Context: an optimization exercise on an open-source flow, tuned for small area. The choices shown serve that exercise and are no tape-out recipe. Where RTL was checked, it was by simulation tests only, not by an equivalence proof against the original. Function not checked in run 4: the RTL went through the layout flow alone. The clock port is modelled as an ideal driver; clocking choices that lean on that would not hold on a real chip. No activity file was given, so power comes from the tool's default toggle rates.

==> flow/design.v (outline; a module is shown in full before it is edited, if it fits) <==
// module jt51_phinc_rom: 1033 lines
// module jt51_exprom: 42 lines
// module jt51_phrom: 42 lines
// module jt51_lin2exp: 70 lines
// module jt51_exp2lin: 18 lines
// module jt51_mmr: 259 lines
// module jt51_reg: 207 lines
// module jt51: 345 lines
// module jt51_acc: 110 lines
// module jt51_timers: 42 lines
// module jt51_timer: 36 lines
// module jt51_eg: 267 lines
// module jt51_op: 178 lines
// module jt51_sh: 21 lines
// module jt51_pg: 160 lines
// module jt51_lfo: 237 lines
// module jt51_lfo_lfsr: 24 lines
// module jt51_pm: 65 lines
// module jt51_noise: 39 lines
// module jt51_noise_lfsr: 21 lines
// module jt51_kon: 32 lines
// module jt51_mod: 36 lines
// module jt51_csr_op: 61 lines
// module jt51_csr_ch: 42 lines
// module jt51_ring: 15 lines
// module jt51_rtap: 14 lines
module jt51(
    input               rst,     
    input               clk,     
    input               cen,     
    input               cen_p1,  
    input               cs_n,    
    input               wr_n,    
    input               a0,
    input       [7:0]   din,  
    output      [7:0]   dout,  
    output              ct1,
    output              ct2,
    output              irq_n,   
    output              sample,  
    output  signed  [15:0] left,
    output  signed  [15:0] right,
    output  signed  [15:0] xleft,
    output  signed  [15:0] xright,
    output  [15:0] dacleft,
    output  [15:0] dacright
);
  // ...
==> flow/run.sh <==
#!/bin/bash
# synth_recipe.tcl (not shown) runs the flow's synth.tcl, then flattens the netlist and writes it again
# the make line also repeats each setting of config.mk as NAME=value (left out here)
make -C /OpenROAD-flow-scripts/flow DESIGN_CONFIG=/design/flow/config.mk WORK_HOME=/design/flow/orfs CLKGATE_MAP_FILE= SYNTH_SCRIPT=/design/flow/synth_recipe.tcl finish
==> flow/config.mk <==
export PLATFORM = sky130hd
export DESIGN_NAME = jt51
export DESIGN_NICKNAME = jt51
export VERILOG_FILES = /design/flow/design.v
export SDC_FILE = /design/flow/constraint.sdc
export NUM_CORES = 4
export LEC_CHECK = 0
export CAP_MARGIN = 20
export CORE_MARGIN = 2
export CORE_UTILIZATION = 40
export CTS_BUF_LIST = sky130_fd_sc_hd__clkbuf_4 sky130_fd_sc_hd__clkbuf_8
export CTS_CLUSTER_SIZE = 20
export SLEW_MARGIN = 20
export SYNTH_MEMORY_MAX_BITS = 65536
==> flow/constraint.sdc <==
create_clock -name core_clock -period 12.0 [get_ports {clk}]
set_input_delay 2.4000 -clock core_clock [delete_from_list [all_inputs] [get_ports {clk}]]
set_output_delay 2.4000 -clock core_clock [all_outputs]
set_load 0.01 [all_outputs]
==> impl_summary.txt, run 1 <==
----------------------------------------------------
[Power]
  Cell internal pwr ... 25.1 mW
  Sw Ratio ... 32.7%
  Total chip power ... 37.3 mW
  Top pwr grp ... sequential cells

[Synth]
  Ranking of synthesized cells by instance count ... sky130_fd_sc_hd__dfxtp_1, sky130_fd_sc_hd__nand2_1, sky130_fd_sc_hd__o21ai_0, sky130_fd_sc_hd__nor2_1, sky130_fd_sc_hd__a21oi_1
  Share of the synthesized area in compound gates (AO/OA/AOI/OAI) ... 12.0%
  Unique masters post-synth ... 97
  Simple-Gate Fraction of Synth Area ... 9.43%
  Share of the synthesized area in the top cell type ... 53.7%
  Total number of yosys warnings ... 25
  Multiplexer fraction of the synthesized cell area ... 3.13%
  Share of synthesized cell area in full adder, half adder and majority cells ... 4.90%

[Min path]
  Min-delay worst type ... flop to flop

[Placed design]
  Count of input and output buffers ... 117

[Layout]
  Leading cell types in the layout, fill and taps excluded ... sky130_fd_sc_hd__dfxtp_1, sky130_fd_sc_hd__nand2_1, sky130_fd_sc_hd__clkbuf_8
  Multi-input gate count ... 6200
  Post-route non-filler standard cell count ... 16100
  Cell kind with the greatest summed area ... registers
  Count of inserted antenna diode cells ... 7
  Fraction of area in clock buffers and inverters ... 9.42%
  Share of the core filled with cells ... 46.1%
  Post-route standard cell area excluding fillers ... 147000 um^2
  Flip-flop count of the largest register, all copies and words added ... 2560
  Footprint of the multi-input gates ... 41300 um^2

[STA]
  Time the worst path needs with I/O delays and setup ... 10010 ps
  Maximum achievable frequency ... 0.0999 GHz
  Setup Total Neg Slack ... 0 ps
  Max-Slew Margin vs Limit ... 25.2%

[Clock network]
  Post-CTS setup buffer count ... 0
  Maximum count of clock buffers along a single path ... 4
  # resized after CTS ... 0
  Number of buffers created by CTS ... 615

[Global route]
  GRT overflow ... 0

[Critical path]
  R2R Path Start ... u_r8.q[127]$_DFF_P_
  Setup crit end kind ... flop

[Floorplan]
  Die W ... 569 um
  Vert. Die Dim ... 569 um
  Tap cells ... 4180

[Routing]
  DR WL met2 ... 124000 um

[Status]
  Status ... timing/DRC/antenna clean

----------------------------------------------------
==> run 2, diff against run 1 <==
==> flow/config.mk (replaced) <==
export PLATFORM = sky130hd
export DESIGN_NAME = jt51
export DESIGN_NICKNAME = jt51
export VERILOG_FILES = /design/flow/design.v
export SDC_FILE = /design/flow/constraint.sdc
export NUM_CORES = 4
export LEC_CHECK = 0
export ABC_AREA = 1
export CAP_MARGIN = 20
export CORE_MARGIN = 2
export CORE_UTILIZATION = 40
export SLEW_MARGIN = 20
export SYNTH_MEMORY_MAX_BITS = 65536
==> run 2 against run 1 <==
Net effect: still clean; fmax grew 1.8%; clock skew shrank 27 ps; largest cell class unchanged; largest power group unchanged; final area shrank 0.64%; sequential share of layout area grew 0.35 points; count of clock-buffer cells in the layout shrank 417; utilization shrank 0.22 points; critical path type unchanged.
==> impl_summary.txt, run 2 <==
----------------------------------------------------
[Status]
  Status ... timing/DRC/antenna clean

[Critical path]
  Top fanout value on the critical path ... 16
  Delay of the slowest cell on the worst path ... 870 ps
  Endpoint arrival time on the critical path ... 10550 ps
  Highest-delay cell along the critical path ... sky130_fd_sc_hd__xnor2_1
  Element type at the critical path start ... flop
  Setup CP Type ... flop to flop
  Reg2reg setup slack ... 2170 ps
  Required time of the worst setup path ... 12710 ps
  Setup crit end kind ... flop
  Dominant cell type by count on the critical path ... sky130_fd_sc_hd__nand2_1

[Power]
  Static leakage power ... 63.2 nW
  Power density over the cells ... 246 nW/um^2
  Total chip power ... 35.9 mW (-3.9%)
  Sw Ratio ... 31.8% (-0.96 points)
  Clock power share ... 33.2%
  Combinational share of power ... 23.7%
  Portion of total power attributed to sequential cells ... 43.1%
  VDD IR-drop max ... 0.000164 V
  Cell internal pwr ... 24.5 mW (-2.6%)
  Switching power summed over all nets ... 11.4 mW

[Routing]
  First drt pass iteration count ... 6
  Count of vias placed by the detailed router ... 82700
  Residual DRC ... 0
  Detailed Route Iter0 Violations ... 6217
  Remaining antenna violation count after routing ... 0
  Routed wire length ... 274000 um
  Routed WL per cell ... 15.9 um
  Vias per std cell ... 4.80

[STA]
  Unrepaired setup endpoints after global routing ... no
  Maximum achievable frequency ... 0.102 GHz (+1.8%)
  Final hold violation count ... 0
  Worst-case clock skew ... 55.0 ps
  Final setup violation count ... 0
  Final-layout worst hold slack ... 282 ps
  Time the worst path needs with I/O delays and setup ... 9830 ps (-174 ps)
  Tcrit/Tclk final ... 82.0%
  Setup Total Neg Slack ... 0 ps (unchanged)
  Final Max Slew Viols ... 0
  Max-Slew Margin vs Limit ... 24.0% (-1.3 points)
  Slew at the pin closest to its max-slew limit ... 1130 ps

[Placed design]
  Half-perimeter wire length after placement ... 181000 um
  Cell area after placement ... 133000 um^2
  Routability-driven placement congestion ratio ... 0.918
  Count of input and output buffers ... 117 (unchanged)

[Layout]
  Fill cell instance count of the final layout ... 29700
  Post-route standard cell area excluding fillers ... 146000 um^2 (-0.64%)
  Net count reported at finish ... 13200
  Top flop regs ... u_r32.q x2560, u_r8.q x768, u_r4.q x64
  Layout cell share with drive strength beyond 1 ... 6.53%
  Sequential cell area ... 82800 um^2
  Most frequent standard cell in the layout excluding fill and tap cells ... sky130_fd_sc_hd__dfxtp_1
  Area Overhead vs Synth ... 14.2%
  Footprint of the multi-input gates ... 38400 um^2 (-7.2%)
  Flip-flop count of the largest register, all copies and words added ... 2560 (unchanged)
  Top reg by flops ... u_r32.q
  Leading cell types in the layout, fill and taps excluded ... sky130_fd_sc_hd__dfxtp_1, sky130_fd_sc_hd__nand2_1, sky130_fd_sc_hd__inv_1

[Synth]
  Total number of yosys warnings ... 25 (unchanged)
  Post-synthesis cell type with the largest combined area ... sky130_fd_sc_hd__dfxtp_1
  Syn avg cell area ... 10.1 um^2
  Sequential fraction of the synthesis area ... 64.9%
  Share of the synthesized area in the top cell type ... 53.8% (+0.15 points)
  Unique masters post-synth ... 81 (-16%)
  Most repeated cell in the gate-level netlist after synthesis ... sky130_fd_sc_hd__dfxtp_1
  Post-synth ARST share ... 14.1%
  Main synth FF type ... sky130_fd_sc_hd__dfxtp_1
  Ranking of synthesized cells by instance count ... sky130_fd_sc_hd__dfxtp_1, sky130_fd_sc_hd__nand2_1, sky130_fd_sc_hd__inv_1, sky130_fd_sc_hd__o21ai_0, sky130_fd_sc_hd__nor2_1
  Netlist area before placement ... 127000 um^2
  Number of synthesized register bits ... 3992
  Number of enable-type register cells in the synthesized netlist ... 0
  Number of instances in the synthesized netlist ... 12600
  Top area cells in the synthesized netlist ... sky130_fd_sc_hd__dfxtp_1, sky130_fd_sc_hd__dfrtp_1, sky130_fd_sc_hd__nand2_1, sky130_fd_sc_hd__o21ai_0, sky130_fd_sc_hd__ha_1

[Floorplan]
  Vert. Die Dim ... 569 um (-0.14%)
  Floorplan row count ... 207
  Count of pins on the block boundary ... 123
  Total Die Area ... 323000 um^2
  Die W ... 569 um (-0.14%)
  Starting Density ... 40.1%
  Core outline area ... 318000 um^2

[Global route]
  GRT overflow ... 0 (unchanged)
  Fraction of met3 tracks used by global routing ... 2.65%
  First-pass GRT wire length ... 441000 um
  Number of global-route vias before repair ... 79400
  Initial antenna violation count ... 9
  GRT met2 Usage ... 25.0%
  Global routing usage on met1 ... 24.2%
  Total routing usage reported by global routing ... 16.7%
  Global-route layer with the greatest usage ... met2
  Maximum number of pins on one net before global-route repair ... 158

[Clock network]
  CTS root buf ... sky130_fd_sc_hd__clkbuf_16
  Number of buffers created by CTS ... 372 (-40%)
  Post-CTS setup buffer count ... 0 (unchanged)
  Number of clock sinks ... 3992
  Clock latency on the worst-skew pair ... 870 ps
  # resized after CTS ... 0 (unchanged)
  Maximum count of clock buffers along a single path ... 4 (unchanged)
  Post-CTS Hold Buffers ... 0
  Clock tree from TritonCTS ... built
  Clock-pin slew on the worst setup and hold paths ... 60 ps
  Clock H-tree levels ... 5

[Flow run]
  Count of max-cap constraint violations ... 0

[Min path]
  Min-delay worst type ... flop to flop

----------------------------------------------------
==> run 2: area by class of cell <==
class / instances / share of cell area, %
repair buffers: 200 / 1.25
inverters: 1244 / 3.22
clock buffers: 527 / 7.40
multi-input cells: 6941 / 26.4
flip-flops and latches: 3992 / 56.8
clock inverters: 152 / 1.34
well taps: 4180 / 3.59
diodes: 4 / 0.00688
==> run 2: kinds of logic after synthesis <==
| group | count (synthesis) | synth area share, % |
|---|---|---|
| AO/OA/AOI/OAI | 2422 | 10.8 |
| XOR/XNOR | 289 | 2.02 |
| adder cells (fa/ha/maj) | 451 | 4.91 |
| buffers and inverters | 1648 | 5.04 |
| flip-flops | 3992 | 64.9 |
| multiplexers | 4 | 0.0353 |
| other | 1 | 0.00294 |
| AND/OR/NAND/NOR | 3770 | 12.2 |
==> run 2: worst max-delay path: cells and delay by family, from the launching register on <==
family | cells | cell delay, ps
buf+inv | 9 | 870
compound gates | 12 | 1900
fa+ha+maj | 6 | 2120
simple gates | 26 | 3090
flops | 1 | 650
xor+xnor | 2 | 1060
==> run 2: metrics by stage <==
stage               utilization [%]  setup WS, ps  std cells
finish                         45.8          2170      17200
detailed placement             41.8          2250      16600
global placement               41.8          2160      16600
CTS                            45.8          2180      17200
floorplan                         -          3640      12600
global route                   45.8          1210      17200
==> run 2: per-layer routing <==
layer / share of wire, % / wire, um
met5: 0 / 0
met1: 49 / 134000
met4: 3.6 / 9850
met3: 5.5 / 14900
met2: 42 / 115000
==> run 2: power by group through the flow <==
| stage | Combinational, mW | Clock (mW) | Sequential (mW) |
|---|---|---|---|
| 3_3_place_gp | 8.38 | 0 | 15.7 |
| 6_report | 8.50 | 11.9 | 15.4 |
| 2_1_floorplan | 6.10 | 0 | 15.4 |
| 5_1_grt | 9.55 | 12.8 | 15.6 |
| 4_1_cts | 8.41 | 12.3 | 15.5 |
| 3_5_place_dp | 8.35 | 0 | 15.7 |
==> run 2: path summary, 6_finish.rpt <==
kind	cells after the start	startpoint	end
worst min register to register	0	u_r32.q[540]$_DFF_P_	u_r32.q[541]$_DFF_P_
min in group asynchronous	3	rst	u_pg.phinc_addr_III[4]$_DFFE_PP0P_
max in group asynchronous	5	rst	u_mmr.lfo_freq[1]$_DFFE_PP0P_
worst min-delay path	0	u_r32.q[540]$_DFF_P_	u_r32.q[541]$_DFF_P_
worst max register to register	55	u_lfo.pm[7]$_DFFE_PP0P_	u_pg.keycode_II[12]$_DFFE_PP0P_
worst max-delay path	55	u_lfo.pm[7]$_DFFE_PP0P_	u_pg.keycode_II[12]$_DFFE_PP0P_
==> run 3, diff against run 2 <==
--- a/flow/config.mk
+++ b/flow/config.mk
@@ -5,7 +5,6 @@
 export SDC_FILE = /design/flow/constraint.sdc
 export NUM_CORES = 4
 export LEC_CHECK = 0
-export ABC_AREA = 1
 export CAP_MARGIN = 20
 export CORE_MARGIN = 2
 export CORE_UTILIZATION = 40
==> run 3 against run 2 <==
Net effect: still clean on timing, DRC and antenna; clock power increased by 3%; wire length increased by 1.9%; die area increased by 0.28%; worst setup slack got worse by 120 ps; synthesized cell count decreased by 11%; non-clock buffer count increased by 14; register-to-register slack got worse by 120 ps; utilization increased by 0.11 points; count of clock-buffer cells in the layout increased by 17; global-route usage increased by 0.25 points; highest routed layer is now met5.
==> impl_summary.txt, run 3 <==
----------------------------------------------------
[Global route]
  Initial antenna violation count ... 9 (unchanged)
  Total routing usage reported by global routing ... 16.9% (+0.25 points)
  GRT overflow ... 0 (unchanged)
  First-pass GRT wire length ... 448000 um (+1.5%)
  Number of global-route vias before repair ... 79700 (+0.29%)
  Maximum number of pins on one net before global-route repair ... 156 (-1.3%)

[Routing]
  Count of vias placed by the detailed router ... 79900 (-3.5%)
  Routed WL per cell ... 17.8 um (+12%)
  Detailed Route Iter0 Violations ... 5951 (-4.3%)
  First drt pass iteration count ... 8 (+2)
  Routed wire length ... 279000 um (+1.9%)
  Remaining antenna violation count after routing ... 0 (unchanged)
  Vias per std cell ... 5.09 (+6.1%)
  Residual DRC ... 0 (unchanged)

[Power]
  Cell internal pwr ... 25.4 mW (+3.9%)
  Power density over the cells ... 256 nW/um^2 (+4.1%)
  VDD IR-drop max ... 0.000146 V (-11%)
  Sw Ratio ... 32.1% (+0.37 points)
  Switching power summed over all nets ... 12.0 mW (+5.7%)
  Static leakage power ... 60.1 nW (-4.9%)
  Clock power share ... 33.0% (-0.2 points)
  Combinational share of power ... 25.7% (+2.0 points)
  Portion of total power attributed to sequential cells ... 41.3% (-1.8 points)

[Critical path]
  Highest-delay cell along the critical path ... sky130_fd_sc_hd__dfxtp_1
  Required time of the worst setup path ... 12780 ps (+70 ps)
  Endpoint arrival time on the critical path ... 10730 ps (+180 ps)
  Worst path bufs/invs ... 4 (-5)
  Family with the most delay on the worst path ... compound AO/OA/AOI/OAI gates
  Element type at the critical path start ... flop
  Setup CP Type ... flop to flop
  Setup crit end kind ... flop
  Delay of the slowest cell on the worst path ... 690 ps (-180 ps)
  Top fanout value on the critical path ... 18 (+2)
  Dominant cell type by count on the critical path ... sky130_fd_sc_hd__ha_1

[STA]
  Final Max Slew Viols ... 0 (unchanged)
  Setup Total Neg Slack ... 0 ps (unchanged)
  Unrepaired setup endpoints after global routing ... no
  Maximum achievable frequency ... 0.100 GHz (-1.2%)
  Final-layout worst hold slack ... 275 ps (-7.21 ps)
  Tcrit/Tclk final ... 82.9% (+0.98 points)
  Max-Slew Margin vs Limit ... 26.0% (+2.1 points)
  Final setup violation count ... 0 (unchanged)
  Time the worst path needs with I/O delays and setup ... 9950 ps (+117 ps)
  Worst-case clock skew ... 53.9 ps (-1.09 ps)
  Final hold violation count ... 0 (unchanged)
  Slew at the pin closest to its max-slew limit ... 1110 ps (-21.7 ps)

[Synth]
  Share of the synthesized area in compound gates (AO/OA/AOI/OAI) ... 12.0% (+1.1 points)
  Share of the synthesized area in the top cell type ... 53.7% (-0.15 points)
  Multiplexer fraction of the synthesized cell area ... 3.13% (+3.1 points)
  Number of enable-type register cells in the synthesized netlist ... 0 (unchanged)
  Area share of xor/xnor cells in the synthesized design ... 2.84% (+0.83 points)
  Netlist area before placement ... 128000 um^2 (+0.28%)
  Total number of yosys warnings ... 25 (unchanged)
  Number of instances in the synthesized netlist ... 11200 (-11%)
  Most repeated cell in the gate-level netlist after synthesis ... sky130_fd_sc_hd__dfxtp_1
  Ranking of synthesized cells by instance count ... sky130_fd_sc_hd__dfxtp_1, sky130_fd_sc_hd__nand2_1, sky130_fd_sc_hd__o21ai_0, sky130_fd_sc_hd__nor2_1, sky130_fd_sc_hd__a21oi_1
  Share of synthesized cell area in full adder, half adder and majority cells ... 4.90% (-0.0061 points)
  Number of synthesized register bits ... 3992 (unchanged)
  Post-synthesis cell type with the largest combined area ... sky130_fd_sc_hd__dfxtp_1
  Unique masters post-synth ... 97 (+20%)
  Dominant combinational cell family by area after synthesis ... compound AO/OA/AOI/OAI gates
  Top area cells in the synthesized netlist ... sky130_fd_sc_hd__dfxtp_1, sky130_fd_sc_hd__dfrtp_1, sky130_fd_sc_hd__ha_1, sky130_fd_sc_hd__nand2_1, sky130_fd_sc_hd__o21ai_0
  Syn avg cell area ... 11.5 um^2 (+13%)
  Post-synth ARST share ... 14.1% (unchanged)
  Main synth FF type ... sky130_fd_sc_hd__dfxtp_1
  Sequential fraction of the synthesis area ... 64.7% (-0.18 points)
  Simple-Gate Fraction of Synth Area ... 9.43% (-2.8 points)

[Flow run]
  Count of max-cap constraint violations ... 0 (unchanged)

[Floorplan]
  Core outline area ... 318000 um^2 (+0.16%)
  Vert. Die Dim ... 569 um (+0.14%)
  Count of pins on the block boundary ... 123 (unchanged)
  Total Die Area ... 324000 um^2 (+0.28%)
  Die W ... 569 um (+0.14%)
  Starting Density ... 40.2% (+0.048 points)
  Floorplan row count ... 207 (unchanged)

[Layout]
  Net count reported at finish ... 11600 (-12%)
  Leading cell types in the layout, fill and taps excluded ... sky130_fd_sc_hd__dfxtp_1, sky130_fd_sc_hd__nand2_1, sky130_fd_sc_hd__o21ai_0
  Post-route standard cell area excluding fillers ... 146000 um^2 (+0.41%)
  Sequential cell area ... 82800 um^2 (about the same)
  Top reg by flops ... u_r32.q
  Flip-flop count of the largest register, all copies and words added ... 2560 (unchanged)
  Footprint of the multi-input gates ... 41300 um^2 (+7.8%)
  Top flop regs ... u_r32.q x2560, u_r8.q x768, u_r4.q x64
  Fill cell instance count of the final layout ... 28700 (-3.2%)
  Layout cell share with drive strength beyond 1 ... 9.53% (+3.0 points)
  Post-route non-filler standard cell count ... 15700 (-9.0%)
  Area Overhead vs Synth ... 14.3%
  Most frequent standard cell in the layout excluding fill and tap cells ... sky130_fd_sc_hd__dfxtp_1

[Min path]
  Min-delay worst type ... flop to flop

[Placed design]
  Count of input and output buffers ... 117 (unchanged)
  Routability-driven placement congestion ratio ... 0.885 (-3.6%)
  Cell Count Post-Placement ... 15000 (-9.6%)
  Half-perimeter wire length after placement ... 180000 um (-0.51%)
  Cell area after placement ... 133000 um^2 (-0.13%)

[Clock network]
  Maximum count of clock buffers along a single path ... 4 (unchanged)
  CTS root buf ... sky130_fd_sc_hd__clkbuf_16
  Clock tree from TritonCTS ... built
  Number of clock sinks ... 3992 (unchanged)
  Number of buffers created by CTS ... 385 (+3.5%)
  Clock-pin slew on the worst setup and hold paths ... 60 ps (about the same)
  Post-CTS setup buffer count ... 0 (unchanged)
  # resized after CTS ... 0 (unchanged)
  Clock latency on the worst-skew pair ... 940 ps (+70 ps)
  Post-CTS Hold Buffers ... 0 (unchanged)
  Clock H-tree levels ... 5 (unchanged)

[Status]
  Status ... timing/DRC/antenna clean

----------------------------------------------------
run 3: worst paths after layout:
path / start / endpoint / slack (ps) / depth (start not counted)
worst max-delay path: u_r8.q[127]$_DFF_P_ / u_pg.keycode_II[11]$_DFFE_PP0P_ / 2050 / 38
worst min-delay path: u_r8.q[308]$_DFF_P_ / u_r8.q[309]$_DFF_P_ / 270 / 0
worst max register to register: u_r8.q[127]$_DFF_P_ / u_pg.keycode_II[11]$_DFFE_PP0P_ / 2050 / 38
worst min register to register: u_r8.q[308]$_DFF_P_ / u_r8.q[309]$_DFF_P_ / 270 / 0
max in group asynchronous: rst / u_eg.rate_V[2]$_DFFE_PP0P_ / 7560 / 5
min in group asynchronous: rst / u_acc.pre_right[8]$_DFFE_PP0P_ / 2160 / 3
run 3: per-stage QoR:
step	worst slack [ps]	power [mW]	util, %
after floorplan	-516	22.5	-
after global placement	2070	25.2	41.7
after detailed placement	2080	25.3	41.7
after CTS	2060	37.8	45.9
after global routing	1230	39.6	46.0
final	2050	37.5	46.0
run 3: logic make-up (layout without fill, tap and decap cells):
family,count (synthesis),after routing
mux,341,341
other cells,1,11
simple gates,2602,2602
flops,3992,3992
xor+xnor,415,415
compound gates,2385,2385
fa+ha+maj,452,452
buf+inv,967,1311
run 3: final cells by class:
class                   instances  share of cell area (%)
clock inverters               173                    1.44
clock buffers                 544                    7.77
multi-input cells            6200                    28.3
well taps                    4180                    3.58
flip-flops and latches       3992                    56.6
inverters                     380                   0.980
repair buffers                214                    1.33
diodes                          6                  0.0103
run 3: power groups by stage:
stage	registers (mW)	clock network (mW)	logic, mW
2_1_floorplan	15.1	0	7.31
4_1_cts	15.5	12.8	9.57
3_3_place_gp	15.7	0	9.44
6_report	15.5	12.3	9.63
3_5_place_dp	15.7	0	9.51
5_1_grt	15.6	13.3	10.7
run 3: per-layer routing:
layer | vias to the layer above | global-route usage (%) | part of all wire (%)
met5 | - | 0 | 0.0025
met4 | 2 | 5.72 | 3.0
met3 | 537 | 2.73 | 5.6
met2 | 2312 | 26.2 | 44
met1 | 38600 | 24.0 | 47
li1 | 38400 | - | -
==> module jt51, before the edit <==
module jt51(
    input               rst,     
    input               clk,     
    input               cen,     
    input               cen_p1,  
    input               cs_n,    
    input               wr_n,    
    input               a0,
    input       [7:0]   din,  
    output      [7:0]   dout,  
    output              ct1,
    output              ct2,
    output              irq_n,   
    output              sample,  
    output  signed  [15:0] left,
    output  signed  [15:0] right,
    output  signed  [15:0] xleft,
    output  signed  [15:0] xright,
    output  [15:0] dacleft,
    output  [15:0] dacright
);
assign dacleft  = { ~xleft [15],  xleft[14:0] };
assign dacright = { ~xright[15], xright[14:0] };
wire            keyon_II;
wire            pg_rst_III;
reg [5:0] rcnt;
always @(posedge clk, posedge rst)
    if( rst )
        rcnt <= 6'd0;
    else if( cen_p1 && !rcnt[5] )
        rcnt <= rcnt + 6'd1;
wire v1  = rcnt != 6'd0;
wire v3  = rcnt >= 6'd3;
wire v4  = rcnt >= 6'd4;
wire v8  = rcnt >= 6'd8;
wire v28 = rcnt >= 6'd28;
wire v31 = rcnt >= 6'd31;
wire v32 = rcnt[5];
wire r27 = rcnt == 6'd27;
wire r31 = rcnt == 6'd31;
wire [41:0] csrop_din, csrop_q;
wire [19:0] ph_din, ph_VII;
wire [ 9:0] ph_X_q;
wire [ 9:0] eg_din, eg_VII, eg_II, eg_VI;
wire [ 1:0] state_in_III, state_II;
wire        kon_din, kon_q, keyon_last_II, cnt_V0, cnt_out;
wire        ar_off_II, ar_off_VI, pg_rst_VII, signbit_din, signbit_XIII;
wire [79:0] r32_din = { signbit_din, pg_rst_III, ar_off_II, cnt_V0, keyon_II,
    kon_din, state_in_III, eg_din, ph_din, csrop_din };
wire [16*32*5-1:0] r32;
wire [79:0] r32_t1, r32_t3, r32_t4, r32_t28, r32_t31, r32_t32;
jt51_ring #(.R(5),.S(32)) u_r32( .clk(clk), .ld(cen_p1), .din(r32_din), .q(r32) );
jt51_rtap #(.R(5),.S(32),.M( 1)) u_r32t1 ( .q(r32), .w(r32_t1 ) );
jt51_rtap #(.R(5),.S(32),.M( 3)) u_r32t3 ( .q(r32), .w(r32_t3 ) );
jt51_rtap #(.R(5),.S(32),.M( 4)) u_r32t4 ( .q(r32), .w(r32_t4 ) );
jt51_rtap #(.R(5),.S(32),.M(28)) u_r32t28( .q(r32), .w(r32_t28) );
jt51_rtap #(.R(5),.S(32),.M(31)) u_r32t31( .q(r32), .w(r32_t31) );
jt51_rtap #(.R(5),.S(32),.M(32)) u_r32t32( .q(r32), .w(r32_t32) );
assign csrop_q      = v32 ? r32_t32[41:0] : { 31'd0, 11'h7ff };
assign ph_VII       = v32 ? r32_t32[61:42] : 20'd0;
assign ph_X_q       = v3  ? r32_t3[61:52]  : 10'd0;
assign eg_VII       = v1  ? r32_t1[71:62]  : 10'd0;
assign eg_II        = v28 ? r32_t28[71:62] : (r27 ? 10'd0 : 10'h3ff);
assign eg_VI        = v32 ? r32_t32[71:62] : (r31 ? 10'd0 : 10'h3ff);
assign state_II     = v31 ? r32_t31[73:72] : 2'd3;
assign kon_q        = v32 & r32_t32[74];
assign keyon_last_II= v32 & r32_t32[75];
assign cnt_out      = v32 & r32_t32[76];
assign ar_off_VI    = v4  & r32_t4[77];
assign pg_rst_VII   = v4  & r32_t4[78];
assign signbit_XIII = v3  & r32_t3[79];
wire [25:0] csrch_din, csrch_q;
wire [15:0] acc_din, acc_total;
wire [13:0] prev1_din, prevprev1_din, prev2_din, prev1, prevprev1, prev2;
wire [ 9:0] phasemod_din, phasemod_X;
wire [95:0] r8_din = { 2'd0, phasemod_din, prev2_din, prevprev1_din, prev1_din,
    acc_din, csrch_din };
wire [16*8*6-1:0] r8;
wire [95:0] r8_t8;
jt51_ring #(.R(6),.S(8)) u_r8( .clk(clk), .ld(cen_p1), .din(r8_din), .q(r8) );
jt51_rtap #(.R(6),.S(8),.M(8)) u_r8t8( .q(r8), .w(r8_t8) );
assign { phasemod_X, prev2, prevprev1, prev1, acc_total, csrch_q } =
    v8 ? r8_t8[93:0] : 94'd0;
wire [13:0] op_din, op_q;
wire [16*4-1:0] r4;
wire [15:0] r4_t4;
jt51_ring #(.R(1),.S(4)) u_r4( .clk(clk), .ld(cen_p1), .din({2'd0,op_din}), .q(r4) );
jt51_rtap #(.R(1),.S(4),.M(4)) u_r4t4( .q(r4), .w(r4_t4) );
assign op_q = v4 ? r4_t4[13:0] : 14'd0;
wire [9:0]  value_A;
wire [7:0]  value_B;
wire        load_A, load_B;
wire        enable_irq_A, enable_irq_B;
wire        clr_flag_A, clr_flag_B;
wire        flag_A, flag_B, overflow_A;
wire        zero;
jt51_timers u_timers( 
    .clk        ( clk           ),
    .cen        ( cen_p1        ),
    .rst        ( rst           ),
    .zero       ( zero          ),
    .value_A    ( value_A       ),
    .value_B    ( value_B       ),
    .load_A     ( load_A        ),
    .load_B     ( load_B        ),
    .enable_irq_A( enable_irq_A ),
    .enable_irq_B( enable_irq_B ),
    .clr_flag_A ( clr_flag_A    ),
    .clr_flag_B ( clr_flag_B    ),
    .flag_A     ( flag_A        ),
    .flag_B     ( flag_B        ),
    .overflow_A ( overflow_A    ),
    .irq_n      ( irq_n         )
);
/*verilator tracing_off*/
wire    [1:0]   rl_I;
wire    [2:0]   fb_II;
wire    [2:0]   con_I;
wire    [6:0]   kc_I;
wire    [5:0]   kf_I;
wire    [2:0]   pms_I;
wire    [1:0]   ams_VII;
wire    [2:0]   dt1_II;
wire    [3:0]   mul_VI;
wire    [6:0]   tl_VII;
wire    [1:0]   ks_III;
wire    [4:0]   arate_II;
wire            amsen_VII;
wire    [4:0]   rate1_II;
wire    [1:0]   dt2_I;
wire    [4:0]   rate2_II;
wire    [3:0]   d1l_I;
wire    [3:0]   rrate_II;
wire    [1:0]   cur_op;
assign  sample =zero;
wire    [7:0]   lfo_freq;
wire    [1:0]   lfo_w;
wire            lfo_rst;
wire    [6:0]   am;
wire    [7:0]   pm;
wire    [6:0]   amd, pmd;
wire m1_enters, m2_enters, c1_enters, c2_enters;
wire use_prevprev1,use_internal_x,use_internal_y, use_prev2,use_prev1;
jt51_lfo u_lfo(
    .rst        ( rst       ),
    .clk        ( clk       ),
    .cen        ( cen       ),   
    .zero       ( zero      ),
    .lfo_rst    ( lfo_rst   ),
    .lfo_freq   ( lfo_freq  ),
    .lfo_w      ( lfo_w     ),
    .lfo_amd    ( amd       ),
    .lfo_pmd    ( pmd       ),
    .am         ( am        ),
    .pm_u       ( pm        )
);
wire    [ 4:0]  keycode_III;
wire    [ 9:0]  ph_X;
jt51_pg u_pg(
    .rst        ( rst       ),
    .clk        ( clk       ),               
    .cen        ( cen_p1    ),
    .zero       ( zero      ),
    .kc_I       ( kc_I      ),
    .kf_I       ( kf_I      ),
    .mul_VI     ( mul_VI    ),
    .dt1_II     ( dt1_II    ),
    .dt2_I      ( dt2_I     ),
    .pms_I      ( pms_I     ),
    .pm         ( pm        ),
    .pg_rst_III ( pg_rst_III    ),
    .keycode_III( keycode_III   ),
    .pg_phase_X ( ph_X          ),
    .ph_din     ( ph_din        ),
    .ph_VII     ( ph_VII        ),
    .ph_X_q     ( ph_X_q        ),
    .pg_rst_VII ( pg_rst_VII    )
);
wire [9:0]  eg_XI;
jt51_eg u_eg(
    .rst        ( rst       ),
    .clk        ( clk       ),
    .cen        ( cen_p1    ),
    .zero       ( zero      ),
    .keycode_III(keycode_III),   
    .arate_II   ( arate_II  ),
    .rate1_II   ( rate1_II  ),
    .rate2_II   ( rate2_II  ),
    .rrate_II   ( rrate_II  ),
    .d1l_I      ( d1l_I     ),
    .ks_III     ( ks_III    ),
    .keyon_II   ( keyon_II  ),
    .pg_rst_III ( pg_rst_III),
    .tl_VII     ( tl_VII    ),
    .am         ( am        ),
    .ams_VII    ( ams_VII   ),
    .amsen_VII  ( amsen_VII ),
    .eg_XI      ( eg_XI ),
    .eg_din     ( eg_din        ),
    .eg_VII     ( eg_VII        ),
    .eg_II      ( eg_II         ),
    .eg_VI      ( eg_VI         ),
    .ar_off_II  ( ar_off_II     ),
    .ar_off_VI  ( ar_off_VI     ),
    .keyon_last_II( keyon_last_II ),
    .cnt_V0     ( cnt_V0        ),
    .cnt_out    ( cnt_out       ),
    .state_in_III( state_in_III ),
    .state_II   ( state_II      )
);
wire signed [13:0] op_out;
jt51_op u_op(
    .rst            ( rst               ),
    .clk            ( clk               ),
    .cen            ( cen_p1            ),
    .pg_phase_X     ( ph_X              ),
    .con_I          ( con_I             ),
    .fb_II          ( fb_II             ),
    .eg_atten_XI    ( eg_XI             ),
    .m1_enters      ( m1_enters         ),
    .c1_enters      ( c1_enters         ),
    .use_prevprev1  ( use_prevprev1     ),
    .use_internal_x ( use_internal_x    ),
    .use_internal_y ( use_internal_y    ),
    .use_prev2      ( use_prev2         ),
    .use_prev1      ( use_prev1         ),  
    .test_214       ( 1'b0              ),
    .op_XVII        ( op_out            ),
    .prev1_din      ( prev1_din         ),
    .prevprev1_din  ( prevprev1_din     ),
    .prev2_din      ( prev2_din         ),
    .prev1          ( prev1             ),
    .prevprev1      ( prevprev1         ),
    .prev2          ( prev2             ),
    .phasemod_din   ( phasemod_din      ),
    .phasemod_X     ( phasemod_X        ),
    .op_din         ( op_din            ),
    .op_q           ( op_q              ),
    .signbit_din    ( signbit_din       ),
    .signbit_XIII   ( signbit_XIII      ),
    .v1             ( v1                )
);
wire    [4:0] nfrq;
wire    [10:0] noise_out;
wire          ne, op31_acc, op31_no;
jt51_noise u_noise(
    .rst    ( rst       ),
    .clk    ( clk       ),
    .cen    ( cen_p1    ),
    .nfrq   ( nfrq      ),  
    .eg     ( eg_XI     ),
    .out    ( noise_out ),
    .op31_no( op31_no   )
);
jt51_acc u_acc(
    .rst        ( rst           ),
    .clk        ( clk           ),
    .cen        ( cen_p1        ),
    .m1_enters  ( m1_enters     ),
    .m2_enters  ( m2_enters     ),
    .c1_enters  ( c1_enters     ),
    .c2_enters  ( c2_enters     ),
    .op31_acc   ( op31_acc      ),
    .rl_I       ( rl_I          ),
    .con_I      ( con_I         ),
    .op_out     ( op_out        ),
    .ne         ( ne            ),
    .noise      ( noise_out     ),
    .left       ( left          ),
    .right      ( right         ),
    .xleft      ( xleft         ),
    .xright     ( xright        ),
    .acc_din    ( acc_din       ),
    .total      ( acc_total     )
);
wire    busy;
wire    write = !cs_n && !wr_n;
assign  dout = { busy, 5'h0, flag_B, flag_A };
/*verilator tracing_on*/
jt51_mmr u_mmr(
    .rst        ( rst           ),
    .clk        ( clk           ),
    .cen        ( cen_p1        ),
    .a0         ( a0            ),
    .write      ( write         ),
    .din        ( din           ),
    .busy       ( busy          ),
    .ct1        ( ct1           ),
    .ct2        ( ct2           ),
    .lfo_freq   ( lfo_freq      ),
    .lfo_w      ( lfo_w         ),
    .lfo_amd    ( amd           ),
    .lfo_pmd    ( pmd           ),
    .lfo_rst    ( lfo_rst       ),
    .ne         ( ne            ),
    .nfrq       ( nfrq          ),
    .value_A    ( value_A       ),
    .value_B    ( value_B       ),
    .load_A     ( load_A        ),
    .load_B     ( load_B        ),
    .enable_irq_A( enable_irq_A ),
    .enable_irq_B( enable_irq_B ),
    .clr_flag_A ( clr_flag_A    ),
    .clr_flag_B ( clr_flag_B    ),  
    .overflow_A ( overflow_A    ),
    .rl_I       ( rl_I          ),
    .fb_II      ( fb_II         ),
    .con_I      ( con_I         ),
    .kc_I       ( kc_I          ),
    .kf_I       ( kf_I          ),
    .pms_I      ( pms_I         ),
    .ams_VII    ( ams_VII       ),
    .dt1_II     ( dt1_II        ),
    .mul_VI     ( mul_VI        ),
    .tl_VII     ( tl_VII        ),
    .ks_III     ( ks_III        ),
    .arate_II   ( arate_II      ),
    .amsen_VII  ( amsen_VII     ),
    .rate1_II   ( rate1_II      ),
    .dt2_I      ( dt2_I         ),
    .rate2_II   ( rate2_II      ),
    .d1l_I      ( d1l_I         ),
    .rrate_II   ( rrate_II      ),
    .keyon_II   ( keyon_II      ),
    .cur_op     ( cur_op        ),
    .op31_no    ( op31_no       ),
    .op31_acc   ( op31_acc      ),
    .zero       ( zero          ),
    .m1_enters  ( m1_enters     ),
    .m2_enters  ( m2_enters     ),
    .c1_enters  ( c1_enters     ),
    .c2_enters  ( c2_enters     ),
    .use_prevprev1  ( use_prevprev1     ),
    .use_internal_x ( use_internal_x    ),
    .use_internal_y ( use_internal_y    ),
    .use_prev2      ( use_prev2         ),
    .use_prev1      ( use_prev1         ),
    .csrop_din      ( csrop_din         ),
    .csrop_q        ( csrop_q           ),
    .csrch_din      ( csrch_din         ),
    .csrch_q        ( csrch_q           ),
    .kon_din        ( kon_din           ),
    .kon_q          ( kon_q             )
);
endmodule
==> module jt51_eg, before the edit <==
module jt51_eg(
    input               rst,
    input               clk,
    input               cen,
    input               zero,
    input       [4:0]   keycode_III,
    input       [4:0]   arate_II,
    input       [4:0]   rate1_II,
    input       [4:0]   rate2_II,
    input       [3:0]   rrate_II,
    input       [3:0]   d1l_I,
    input       [1:0]   ks_III,
    input               keyon_II,
    output  reg         pg_rst_III,
    input       [6:0]   tl_VII,
    input       [6:0]   am,
    input       [1:0]   ams_VII,
    input               amsen_VII,
    output      [9:0]   eg_XI,
    output reg  [9:0]   eg_din,      
    input       [9:0]   eg_VII,
    input       [9:0]   eg_II,
    input       [9:0]   eg_VI,
    output              ar_off_II,
    input               ar_off_VI,
    input               keyon_last_II,
    output              cnt_V0,
    input               cnt_out,
    output reg  [1:0]   state_in_III,
    input       [1:0]   state_II
);
localparam ATTACK=2'd0,
           DECAY1=2'd1,
           DECAY2=2'd2,
           RELEASE=2'd3;
reg     [4:0]   d1level_II;
reg     [2:0]   cnt_V;
reg     [5:0]   rate_IV;
reg     [9:0]   eg_VIII;
reg     [11:0]  sum_eg_tl_VII;
reg     step_V, step_VI;
reg     sum_up;
reg     [5:0]   rate_V;
reg     [5:1]   rate_VI;
reg     [1:0]   eg_cnt_base;
reg     [14:0]  eg_cnt;
reg     [8:0]   am_final_VII;
always @(posedge clk) begin : envelope_counter
    if( rst ) begin
        eg_cnt_base <= 2'd0;
        eg_cnt      <=15'd0;
    end
    else if(cen) begin
        if( zero ) begin
            if( eg_cnt_base == 2'd2 ) begin
                eg_cnt      <= eg_cnt + 1'b1;
                eg_cnt_base <= 2'd0;
            end
            else eg_cnt_base <= eg_cnt_base + 1'b1;
        end
    end
end
reg     [6:0]   pre_rate_III;
reg     [4:0]   cfg_III;
always @(*) begin : pre_rate_calc
    if( cfg_III == 5'd0 )
        pre_rate_III = 7'd0;
    else
        case( ks_III )
            2'd3:   pre_rate_III = { 1'b0, cfg_III, 1'b0 } + { 2'b0, keycode_III      };
            2'd2:   pre_rate_III = { 1'b0, cfg_III, 1'b0 } + { 3'b0, keycode_III[4:1] };
            2'd1:   pre_rate_III = { 1'b0, cfg_III, 1'b0 } + { 4'b0, keycode_III[4:2] };
            2'd0:   pre_rate_III = { 1'b0, cfg_III, 1'b0 } + { 5'b0, keycode_III[4:3] };
        endcase
end
reg [7:0]   step_idx;
reg [1:0]   state_in_IV, state_in_V, state_in_VI;
assign cnt_V0 = cnt_V[0];
always @(*) begin : rate_step
    if( rate_V[5:4]==2'b11 ) begin  
        if( rate_V[5:2]==4'hf && state_in_V == ATTACK)
            step_idx = 8'b11111111;  
        else
        case( rate_V[1:0] )
            2'd0: step_idx = 8'b00000000;
            2'd1: step_idx = 8'b10001000;  
            2'd2: step_idx = 8'b10101010;  
            2'd3: step_idx = 8'b11101110;  
        endcase
    end
    else begin
        if( rate_V[5:2]==4'd0 && state_in_V != ATTACK)
            step_idx = 8'b11111110;  
        else
        case( rate_V[1:0] )
            2'd0: step_idx = 8'b10101010;  
            2'd1: step_idx = 8'b11101010;  
            2'd2: step_idx = 8'b11101110;  
            2'd3: step_idx = 8'b11111110;  
        endcase
    end
    step_V = rate_V[5:1]==5'd0 ? 1'b0 : step_idx[ cnt_V ];
end
always @(posedge clk, posedge rst) if( rst ) begin d1level_II <= 0; end else if(cen) begin
    if( d1l_I == 4'd15 )
        d1level_II <= 5'h10;  
    else
        d1level_II <= {1'b0,d1l_I};
end
wire    keyon_now_II  = !keyon_last_II && keyon_II;
wire    keyoff_now_II = keyon_last_II && !keyon_II;
assign  ar_off_II = keyon_now_II && (arate_II == 5'h1f);
always @(posedge clk, posedge rst) if( rst ) begin pg_rst_III <= 0; cfg_III <= 0; state_in_III <= 0; end else if(cen) begin
    pg_rst_III <= keyon_now_II;
    if( keyoff_now_II ) begin
        cfg_III <= { rrate_II, 1'b1 };
        state_in_III <= RELEASE;
    end
    else begin
        if( keyon_now_II ) begin
            cfg_III <= arate_II;
            state_in_III <= ATTACK;
        end
        else begin : sel_rate
            case ( state_II )
                ATTACK: begin
                    if( eg_II==10'd0 ) begin
                        state_in_III <= DECAY1;
                        cfg_III      <= rate1_II;
                    end
                    else begin
                        state_in_III <= state_II;  
                        cfg_III      <= arate_II;
                    end
                end
                DECAY1: begin
                    if( eg_II[9:5] >= d1level_II ) begin
                        cfg_III      <= rate2_II;
                        state_in_III <= DECAY2;
                    end
                    else begin
                        cfg_III      <= rate1_II;
                        state_in_III <= state_II;    
                    end
                end
                DECAY2: begin
                        cfg_III      <= rate2_II;
                        state_in_III <= state_II;    
                    end
                RELEASE: begin
                        cfg_III      <= { rrate_II, 1'b1 };
                        state_in_III <= state_II;    
                    end
            endcase
        end
    end
end
always @(posedge clk, posedge rst) if( rst ) begin state_in_IV <= 0; rate_IV <= 0; end else if(cen) begin
    state_in_IV <= state_in_III;
    rate_IV <= pre_rate_III[6] ? 6'd63 : pre_rate_III[5:0];
end
always @(posedge clk, posedge rst) if( rst ) begin state_in_V <= 0; rate_V <= 0; cnt_V <= 0; end else if(cen) begin
    state_in_V  <= state_in_IV;
    rate_V <= rate_IV;
    if( state_in_IV == ATTACK )
        case( rate_IV[5:2] )
            4'h0: cnt_V <= eg_cnt[13:11];
            4'h1: cnt_V <= eg_cnt[12:10];
            4'h2: cnt_V <= eg_cnt[11: 9];
            4'h3: cnt_V <= eg_cnt[10: 8];
            4'h4: cnt_V <= eg_cnt[ 9: 7];
            4'h5: cnt_V <= eg_cnt[ 8: 6];
            4'h6: cnt_V <= eg_cnt[ 7: 5];
            4'h7: cnt_V <= eg_cnt[ 6: 4];
            4'h8: cnt_V <= eg_cnt[ 5: 3];
            4'h9: cnt_V <= eg_cnt[ 4: 2];
            4'ha: cnt_V <= eg_cnt[ 3: 1];
            default: cnt_V <= eg_cnt[ 2: 0];
        endcase
    else
        case( rate_IV[5:2] )
            4'h0: cnt_V <= eg_cnt[14:12];
            4'h1: cnt_V <= eg_cnt[13:11];
            4'h2: cnt_V <= eg_cnt[12:10];
            4'h3: cnt_V <= eg_cnt[11: 9];
            4'h4: cnt_V <= eg_cnt[10: 8];
            4'h5: cnt_V <= eg_cnt[ 9: 7];
            4'h6: cnt_V <= eg_cnt[ 8: 6];
            4'h7: cnt_V <= eg_cnt[ 7: 5];
            4'h8: cnt_V <= eg_cnt[ 6: 4];
            4'h9: cnt_V <= eg_cnt[ 5: 3];
            4'ha: cnt_V <= eg_cnt[ 4: 2];
            4'hb: cnt_V <= eg_cnt[ 3: 1];
            default: cnt_V <= eg_cnt[ 2: 0];
        endcase
end
always @(posedge clk, posedge rst) if( rst ) begin state_in_VI <= 0; rate_VI <= 0; sum_up <= 0; step_VI <= 0; end else if(cen) begin
    state_in_VI <= state_in_V;
    rate_VI     <= rate_V[5:1];
    sum_up      <= cnt_V[0] != cnt_out;
    step_VI     <= step_V;
end
reg [8:0] ar_sum0_VI;
reg [9:0] ar_result_VI, ar_sum_VI;
always @(*) begin : ar_calculation
    casez( rate_VI[5:2] )
        default: ar_sum0_VI = { 3'd0, eg_VI[9:4] } + 9'd1;
        4'b1100: ar_sum0_VI = { 3'd0, eg_VI[9:4] } + 9'd1;
        4'b1101: ar_sum0_VI = { 2'd0, eg_VI[9:3] } + 9'd1;
        4'b111?: ar_sum0_VI = { 1'd0, eg_VI[9:2] } + 9'd1;
    endcase
    if( rate_VI[5:4] == 2'b11 )
        ar_sum_VI = step_VI ? { ar_sum0_VI, 1'b0 } : { 1'b0, ar_sum0_VI };
    else
        ar_sum_VI = step_VI ? { 1'b0, ar_sum0_VI } : 10'd0;
    ar_result_VI = ar_sum_VI<eg_VI ? eg_VI-ar_sum_VI : 10'd0;
end
always @(*) begin
    if( ar_off_VI )
        eg_din = 10'd0;
    else
    if( state_in_VI == ATTACK ) begin
        if( sum_up && eg_VI != 10'd0 )
            if( rate_VI[5:1]==5'hf )
                eg_din = 10'd0;
            else
                eg_din = ar_result_VI;
        else
            eg_din = eg_VI;
    end
    else begin : DECAY_SUM
        if( sum_up ) begin
            if ( eg_VI<= (10'd1023-10'd8) )
                case( rate_VI[5:2] )
                    4'b1100: eg_din = eg_VI + { 8'd0, step_VI, ~step_VI };  
                    4'b1101: eg_din = eg_VI + { 7'd0, step_VI, ~step_VI, 1'b0 };  
                    4'b1110: eg_din = eg_VI + { 6'd0, step_VI, ~step_VI, 2'b0 };  
                    4'b1111: eg_din = eg_VI + 10'd8; 
                    default: eg_din = eg_VI + { 8'd0, step_VI, 1'b0 };
                endcase
            else eg_din = 10'h3FF;
        end
        else eg_din = eg_VI;
    end
end
always @(*) begin : sum_eg_and_tl
    casez( {amsen_VII, ams_VII } )
        3'b0??,3'b100: am_final_VII = 9'd0;
        3'b101: am_final_VII = { 2'b00, am };
        3'b110: am_final_VII = { 1'b0, am, 1'b0};
        3'b111: am_final_VII = { am, 2'b0      };
    endcase
    sum_eg_tl_VII = { 2'b0, tl_VII,   3'd0 }
               + {2'b0, eg_VII}
               + {2'b0, am_final_VII, 1'b0 };
end
always @(posedge clk, posedge rst) if( rst ) begin eg_VIII <= 0; end else if(cen) begin
    eg_VIII <= sum_eg_tl_VII[11:10] > 2'b0 ? {10{1'b1}} : sum_eg_tl_VII[9:0];
end
jt51_sh #( .width(10), .stages(3) ) u_egpadding (
    .rst    ( rst       ),
    .clk    ( clk       ),
    .cen    ( cen       ),
    .din    ( eg_VIII   ),
    .drop   ( eg_XI     )
);
endmodule
==> run 4, diff against run 3 <==
--- a/flow/design.v
+++ b/flow/design.v
@@ -1709,6 +1709,7 @@
     else if( cen_p1 && !rcnt[5] )
         rcnt <= rcnt + 6'd1;
 wire v1  = rcnt != 6'd0;
+wire v2  = rcnt >= 6'd2;
 wire v3  = rcnt >= 6'd3;
 wire v4  = rcnt >= 6'd4;
 wire v8  = rcnt >= 6'd8;
@@ -1727,9 +1728,10 @@
 wire [79:0] r32_din = { signbit_din, pg_rst_III, ar_off_II, cnt_V0, keyon_II,
     kon_din, state_in_III, eg_din, ph_din, csrop_din };
 wire [16*32*5-1:0] r32;
-wire [79:0] r32_t1, r32_t3, r32_t4, r32_t28, r32_t31, r32_t32;
+wire [79:0] r32_t1, r32_t2, r32_t3, r32_t4, r32_t28, r32_t31, r32_t32;
 jt51_ring #(.R(5),.S(32)) u_r32( .clk(clk), .ld(cen_p1), .din(r32_din), .q(r32) );
 jt51_rtap #(.R(5),.S(32),.M( 1)) u_r32t1 ( .q(r32), .w(r32_t1 ) );
+jt51_rtap #(.R(5),.S(32),.M( 2)) u_r32t2 ( .q(r32), .w(r32_t2 ) );
 jt51_rtap #(.R(5),.S(32),.M( 3)) u_r32t3 ( .q(r32), .w(r32_t3 ) );
 jt51_rtap #(.R(5),.S(32),.M( 4)) u_r32t4 ( .q(r32), .w(r32_t4 ) );
 jt51_rtap #(.R(5),.S(32),.M(28)) u_r32t28( .q(r32), .w(r32_t28) );
@@ -1742,6 +1744,9 @@
 assign eg_II        = v28 ? r32_t28[71:62] : (r27 ? 10'd0 : 10'h3ff);
 assign eg_VI        = v32 ? r32_t32[71:62] : (r31 ? 10'd0 : 10'h3ff);
 assign state_II     = v31 ? r32_t31[73:72] : 2'd3;
+wire [1:0] state_in_IV = v1 ? r32_t1[73:72] : 2'd0;
+wire [1:0] state_in_V  = v2 ? r32_t2[73:72] : 2'd0;
+wire [1:0] state_in_VI = v3 ? r32_t3[73:72] : 2'd0;
 assign kon_q        = v32 & r32_t32[74];
 assign keyon_last_II= v32 & r32_t32[75];
 assign cnt_out      = v32 & r32_t32[76];
@@ -1885,7 +1890,10 @@
     .cnt_V0     ( cnt_V0        ),
     .cnt_out    ( cnt_out       ),
     .state_in_III( state_in_III ),
-    .state_II   ( state_II      )
+    .state_II   ( state_II      ),
+    .state_in_IV( state_in_IV   ),
+    .state_in_V ( state_in_V    ),
+    .state_in_VI( state_in_VI   )
 );
 wire signed [13:0] op_out;
 jt51_op u_op(
@@ -2242,7 +2250,10 @@
     output              cnt_V0,
     input               cnt_out,
     output reg  [1:0]   state_in_III,
-    input       [1:0]   state_II
+    input       [1:0]   state_II,
+    input       [1:0]   state_in_IV,
+    input       [1:0]   state_in_V,
+    input       [1:0]   state_in_VI
 );
 localparam ATTACK=2'd0,
            DECAY1=2'd1,
@@ -2289,7 +2300,6 @@
         endcase
 end
 reg [7:0]   step_idx;
-reg [1:0]   state_in_IV, state_in_V, state_in_VI;
 assign cnt_V0 = cnt_V[0];
 always @(*) begin : rate_step
     if( rate_V[5:4]==2'b11 ) begin  
@@ -2370,12 +2380,10 @@
         end
     end
 end
-always @(posedge clk, posedge rst) if( rst ) begin state_in_IV <= 0; rate_IV <= 0; end else if(cen) begin
-    state_in_IV <= state_in_III;
+always @(posedge clk, posedge rst) if( rst ) begin rate_IV <= 0; end else if(cen) begin
     rate_IV <= pre_rate_III[6] ? 6'd63 : pre_rate_III[5:0];
 end
-always @(posedge clk, posedge rst) if( rst ) begin state_in_V <= 0; rate_V <= 0; cnt_V <= 0; end else if(cen) begin
-    state_in_V  <= state_in_IV;
+always @(posedge clk, posedge rst) if( rst ) begin rate_V <= 0; cnt_V <= 0; end else if(cen) begin
     rate_V <= rate_IV;
     if( state_in_IV == ATTACK )
         case( rate_IV[5:2] )
@@ -2409,8 +2417,7 @@
             default: cnt_V <= eg_cnt[ 2: 0];
         endcase
 end
-always @(posedge clk, posedge rst) if( rst ) begin state_in_VI <= 0; rate_VI <= 0; sum_up <= 0; step_VI <= 0; end else if(cen) begin
-    state_in_VI <= state_in_V;
+always @(posedge clk, posedge rst) if( rst ) begin rate_VI <= 0; sum_up <= 0; step_VI <= 0; end else if(cen) begin
     rate_VI     <= rate_V[5:1];
     sum_up      <= cnt_V[0] != cnt_out;
     step_VI     <= step_V;
==> flow/flow/run.sh (new file) <==
#!/bin/bash
# The standard layout (standard.sh), with one change: the clock tree is
# built without dummy loads (clock_tree_synthesis -dont_use_dummy_load).
# The other clock_tree_synthesis arguments are the ones ORFS's cts.tcl uses
# by default. The make output goes to standard.log; ORFS writes each step's
# own log under orfs/logs/.
set -euo pipefail
export CTS_ARGS="-sink_clustering_enable -repair_clock_nets -dont_use_dummy_load"
bash standard.sh finish > standard.log 2>&1
==> flow/standard.sh (new file) <==
#!/bin/bash
# synth_recipe.tcl (not shown) runs the flow's synth.tcl, then flattens the netlist and writes it again
# the make line also repeats each setting of config.mk as NAME=value (left out here)
make -C /OpenROAD-flow-scripts/flow DESIGN_CONFIG=/design/flow/config.mk WORK_HOME=/design/flow/orfs CLKGATE_MAP_FILE= SYNTH_SCRIPT=/design/flow/synth_recipe.tcl "${@:-finish}"
removed: flow/run.sh
==> run 4 against run 3 <==
Net effect: fmax is 2.4% lower; worst setup slack got worse by 240 ps; via count decreased by 1.7%; sequential share of layout area grew 1.4 points; critical path depth increased by 4; largest power group unchanged; utilization is 1.2 points lower; flip-flop and latch count fell by 6; first-iteration DRC count down 2.7%; clock skew rose by 47 ps; power down 13%.
==> impl_summary.txt, run 4 <==
----------------------------------------------------
[Status]
  Status ... timing/DRC/antenna clean

[Clock network]
  Post-CTS setup buffer count ... 0 (unchanged)
  Clock tree from TritonCTS ... built
  Clock latency on the worst-skew pair ... 930 ps (about the same)
  Clock-pin slew on the worst setup and hold paths ... 60 ps (about the same)
  Number of buffers created by CTS ... 386 (+0.26%)
  Number of clock sinks ... 3986 (-0.15%)
  Post-CTS Hold Buffers ... 0 (unchanged)
  # resized after CTS ... 0 (unchanged)

[Power]
  Portion of total power attributed to sequential cells ... 46.8% (+5.5 points)
  Power density over the cells ... 229 nW/um^2 (-11%)
  VDD IR-drop max ... 0.000140 V (-4.2%)
  Combinational share of power ... 22.4% (-3.3 points)
  Sw Ratio ... 29.5% (-2.6 points)
  Clock power share ... 30.7% (-2.3 points)
  Total chip power ... 32.6 mW (-13%)
  Switching power summed over all nets ... 9.63 mW (-20%)
  Static leakage power ... 58.5 nW (-2.7%)
  Cell internal pwr ... 23.0 mW (-9.7%)

[Layout]
  Top flop regs ... u_r32.q x2560, u_r8.q x768, u_r4.q x64
  Flip-flop count of the largest register, all copies and words added ... 2560 (unchanged)
  Most frequent standard cell in the layout excluding fill and tap cells ... sky130_fd_sc_hd__dfxtp_1
  Fill cell instance count of the final layout ... 28800 (+0.30%)
  Layout cell share with drive strength beyond 1 ... 7.74% (-1.8 points)
  Share of the core filled with cells ... 44.8% (-1.2 points)
  Area Overhead vs Synth ... 11.4%
  Post-route standard cell area excluding fillers ... 142000 um^2 (-2.6%)
  Net count reported at finish ... 11600 (-0.56%)
  Post-route non-filler standard cell count ... 15300 (-2.5%)
  Top reg by flops ... u_r32.q
  Leading cell types in the layout, fill and taps excluded ... sky130_fd_sc_hd__dfxtp_1, sky130_fd_sc_hd__nand2_1, sky130_fd_sc_hd__o21ai_0

[STA]
  Worst-case clock skew ... 101 ps (+46.6 ps)
  Slew at the pin closest to its max-slew limit ... 1140 ps (+25.8 ps)
  Maximum achievable frequency ... 0.0981 GHz (-2.4%)
  Unrepaired setup endpoints after global routing ... no
  Setup Total Neg Slack ... 0 ps (unchanged)
  Max-Slew Margin vs Limit ... 24.2% (-1.8 points)
  Final setup violation count ... 0 (unchanged)
  Final hold violation count ... 0 (unchanged)
  Worst setup margin ... 1810 ps (-241 ps)
  Final Max Slew Viols ... 0 (unchanged)
  Tcrit/Tclk final ... 84.9% (+2.0 points)
  Final-layout worst hold slack ... 229 ps (-45.1 ps)
  Time the worst path needs with I/O delays and setup ... 10190 ps (+241 ps)

[Synth]
  Main synth FF type ... sky130_fd_sc_hd__dfxtp_1
  Number of synthesized register bits ... 3986 (-0.15%)
  Netlist area before placement ... 128000 um^2 (about the same)
  Sequential fraction of the synthesis area ... 64.7% (-0.067 points)
  Number of instances in the synthesized netlist ... 11100 (-0.74%)
  Most repeated cell in the gate-level netlist after synthesis ... sky130_fd_sc_hd__dfxtp_1
  Total number of yosys warnings ... 25 (unchanged)
  Number of enable-type register cells in the synthesized netlist ... 0 (unchanged)
  Unique masters post-synth ... 111 (+14%)
  Ranking of synthesized cells by instance count ... sky130_fd_sc_hd__dfxtp_1, sky130_fd_sc_hd__nand2_1, sky130_fd_sc_hd__o21ai_0, sky130_fd_sc_hd__nor2_1, sky130_fd_sc_hd__a21oi_1
  Top area cells in the synthesized netlist ... sky130_fd_sc_hd__dfxtp_1, sky130_fd_sc_hd__dfrtp_1, sky130_fd_sc_hd__ha_1, sky130_fd_sc_hd__o21ai_0, sky130_fd_sc_hd__nand2_1
  Post-synth ARST share ... 14.0% (-0.13 points)
  Share of the synthesized area in the top cell type ... 53.7% (about the same)
  Post-synthesis cell type with the largest combined area ... sky130_fd_sc_hd__dfxtp_1
  Syn avg cell area ... 11.5 um^2 (+0.67%)

[Critical path]
  Top fanout value on the critical path ... 10 (-8)
  Highest-delay cell along the critical path ... sky130_fd_sc_hd__or3_2
  Delay of the slowest cell on the worst path ... 620 ps (-70 ps)
  Endpoint arrival time on the critical path ... 10960 ps (+230 ps)
  Required time of the worst setup path ... 12760 ps (-20 ps)
  Setup crit end kind ... flop
  Setup CP Type ... flop to flop
  Dominant cell type by count on the critical path ... sky130_fd_sc_hd__o21ai_0
  Element type at the critical path start ... flop

[Placed design]
  Cell Count Post-Placement ... 14900 (-0.45%)
  Half-perimeter wire length after placement ... 178000 um (-1.4%)
  Count of input and output buffers ... 117 (unchanged)
  Routability-driven placement congestion ratio ... 0.873 (-1.4%)
  Post-placement setup slack ... 1830 ps (-250 ps)
  Cell area after placement ... 133000 um^2 (about the same)

[Floorplan]
  Core outline area ... 318000 um^2 (about the same)
  Vert. Die Dim ... 569 um (about the same)
  Die W ... 569 um (about the same)
  Floorplan row count ... 207 (unchanged)
  Count of pins on the block boundary ... 123 (unchanged)
  Starting Density ... 40.2% (about the same)
  Total Die Area ... 324000 um^2 (about the same)

[Global route]
  Initial antenna violation count ... 8 (-1)
  Number of global-route vias before repair ... 77900 (-2.2%)
  GRT overflow ... 0 (unchanged)
  Total routing usage reported by global routing ... 16.6% (-0.30 points)
  Maximum number of pins on one net before global-route repair ... 139 (-11%)
  First-pass GRT wire length ... 440000 um (-1.7%)

[Routing]
  Routed wire length ... 275000 um (-1.7%)
  Detailed Route Iter0 Violations ... 5789 (-2.7%)
  First drt pass iteration count ... 6 (-2)
  Residual DRC ... 0 (unchanged)
  Remaining antenna violation count after routing ... 0 (unchanged)
  Routed WL per cell ... 18.0 um (+0.92%)
  Count of vias placed by the detailed router ... 78500 (-1.7%)
  Vias per std cell ... 5.14 (+0.91%)

[Min path]
  Min-delay worst type ... flop to flop

[Flow run]
  Count of max-cap constraint violations ... 0 (unchanged)

----------------------------------------------------
## run 4: cell count changes in the layout (fill, tap and decap cells not counted), sizes merged, moves of 20 or more
cell,delta
nor2,-31
nand2,-34
clkinv,-114
bufinv,-25
clkinvlp,-20
inv,-33
clkbuf,-158
## run 4: critical path: cells and delay by family (launching register included)
kind,cells,cell delay (ps)
fa+ha+maj,6,2160
xor+xnor,1,370
flops,1,440
compound gates,19,4410
mux,1,330
buf+inv,4,390
simple gates,11,1950
## run 4: cells by family after synthesis
group	Yosys count	synth area share (%)
AO/OA/AOI/OAI	2377	12.0
XOR/XNOR	431	2.96
adder cells (fa/ha/maj)	457	4.95
buffers and inverters	938	2.92
flip-flops	3986	64.7
multiplexers	349	3.28
other	1	0.00294
AND/OR/NAND/NOR	2533	9.20
## run 4: cell type report
cell class / instances / area [um^2] / share of cell area (%)
well taps: 4180 / 5230 / 3.67
diodes: 4 / 10.0 / 0.00703
clock buffers: 386 / 9660 / 6.79
multi-input cells: 6152 / 41500 / 29.1
inverters: 361 / 1360 / 0.956
repair buffers: 220 / 1990 / 1.40
flip-flops and latches: 3986 / 82600 / 58.0
## run 4: power groups by stage
| stage | Combinational, mW | Clock (mW) | Sequential (mW) |
|---|---|---|---|
| detailed placement | 7.23 | 0 | 15.5 |
| global placement | 7.16 | 0 | 15.5 |
| finish | 7.31 | 10.0 | 15.3 |
| global route | 8.12 | 10.9 | 15.4 |
| floorplan | 5.57 | 0 | 15.1 |
| CTS | 7.28 | 10.4 | 15.3 |
## run 4: final timing paths
check                      slack [ps]  cells after the start            startpoint                            endpoint
setup / recovery                 1810                     42   rcnt[3]$_DFFE_PP0P_     u_pg.keycode_II[12]$_DFFE_PP0P_
setup reg to reg                 1810                     42   rcnt[3]$_DFFE_PP0P_     u_pg.keycode_II[12]$_DFFE_PP0P_
hold reg to reg                   230                      0  u_r32.q[389]$_DFF_P_                u_r32.q[390]$_DFF_P_
hold / removal                    230                      0  u_r32.q[389]$_DFF_P_                u_r32.q[390]$_DFF_P_
min in group asynchronous        1670                      2                   rst  u_op.totalatten_XII[2]$_DFFE_PP0P_
max in group asynchronous        7020                      6                   rst        u_mmr.lfo_pmd[4]$_DFFE_PP0P_
## run 4: layer usage
metal | routed length, um | track usage (%) | vias to the layer above
li1 | - | - | 37800
met1 | 132000 | 24.0 | 38000
met2 | 119000 | 25.4 | 2211
met3 | 15400 | 2.46 | 540
met4 | 8270 | 5.70 | 2
met5 | 20 | 0 | -

-- separate check: timing with driven ports --
The results above use ideal ports. As a check the final layouts listed here were re-extracted and re-timed, cells and wires unchanged.
Step 1, drivers: a clkbuf_16 drives clk and a buf_2 each remaining input, both assumed.
Step 2 moves the port delays by t, midway between the first and last clock arrival at a register: inputs arrive t later, outputs are due t later. That takes back most of the time a late clock gives input paths.
Three values: no drivers, after step 1, after step 2; two values: the first two.
run	t (ns)	slack for setup (ns)	slew at the worst register clock pin (ns)
run 1	1.246	1.992 / 1.992 / 1.992	0.07 / 0.07
run 2	0.960	2.166 / 2.166 / 2.166	0.07 / 0.07
run 3	1.022	2.049 / 2.049 / 2.049	0.08 / 0.08
run 4	0.983	1.807 / 1.807 / 1.807	0.06 / 0.06
After both steps setup and hold are still met in every run listed.
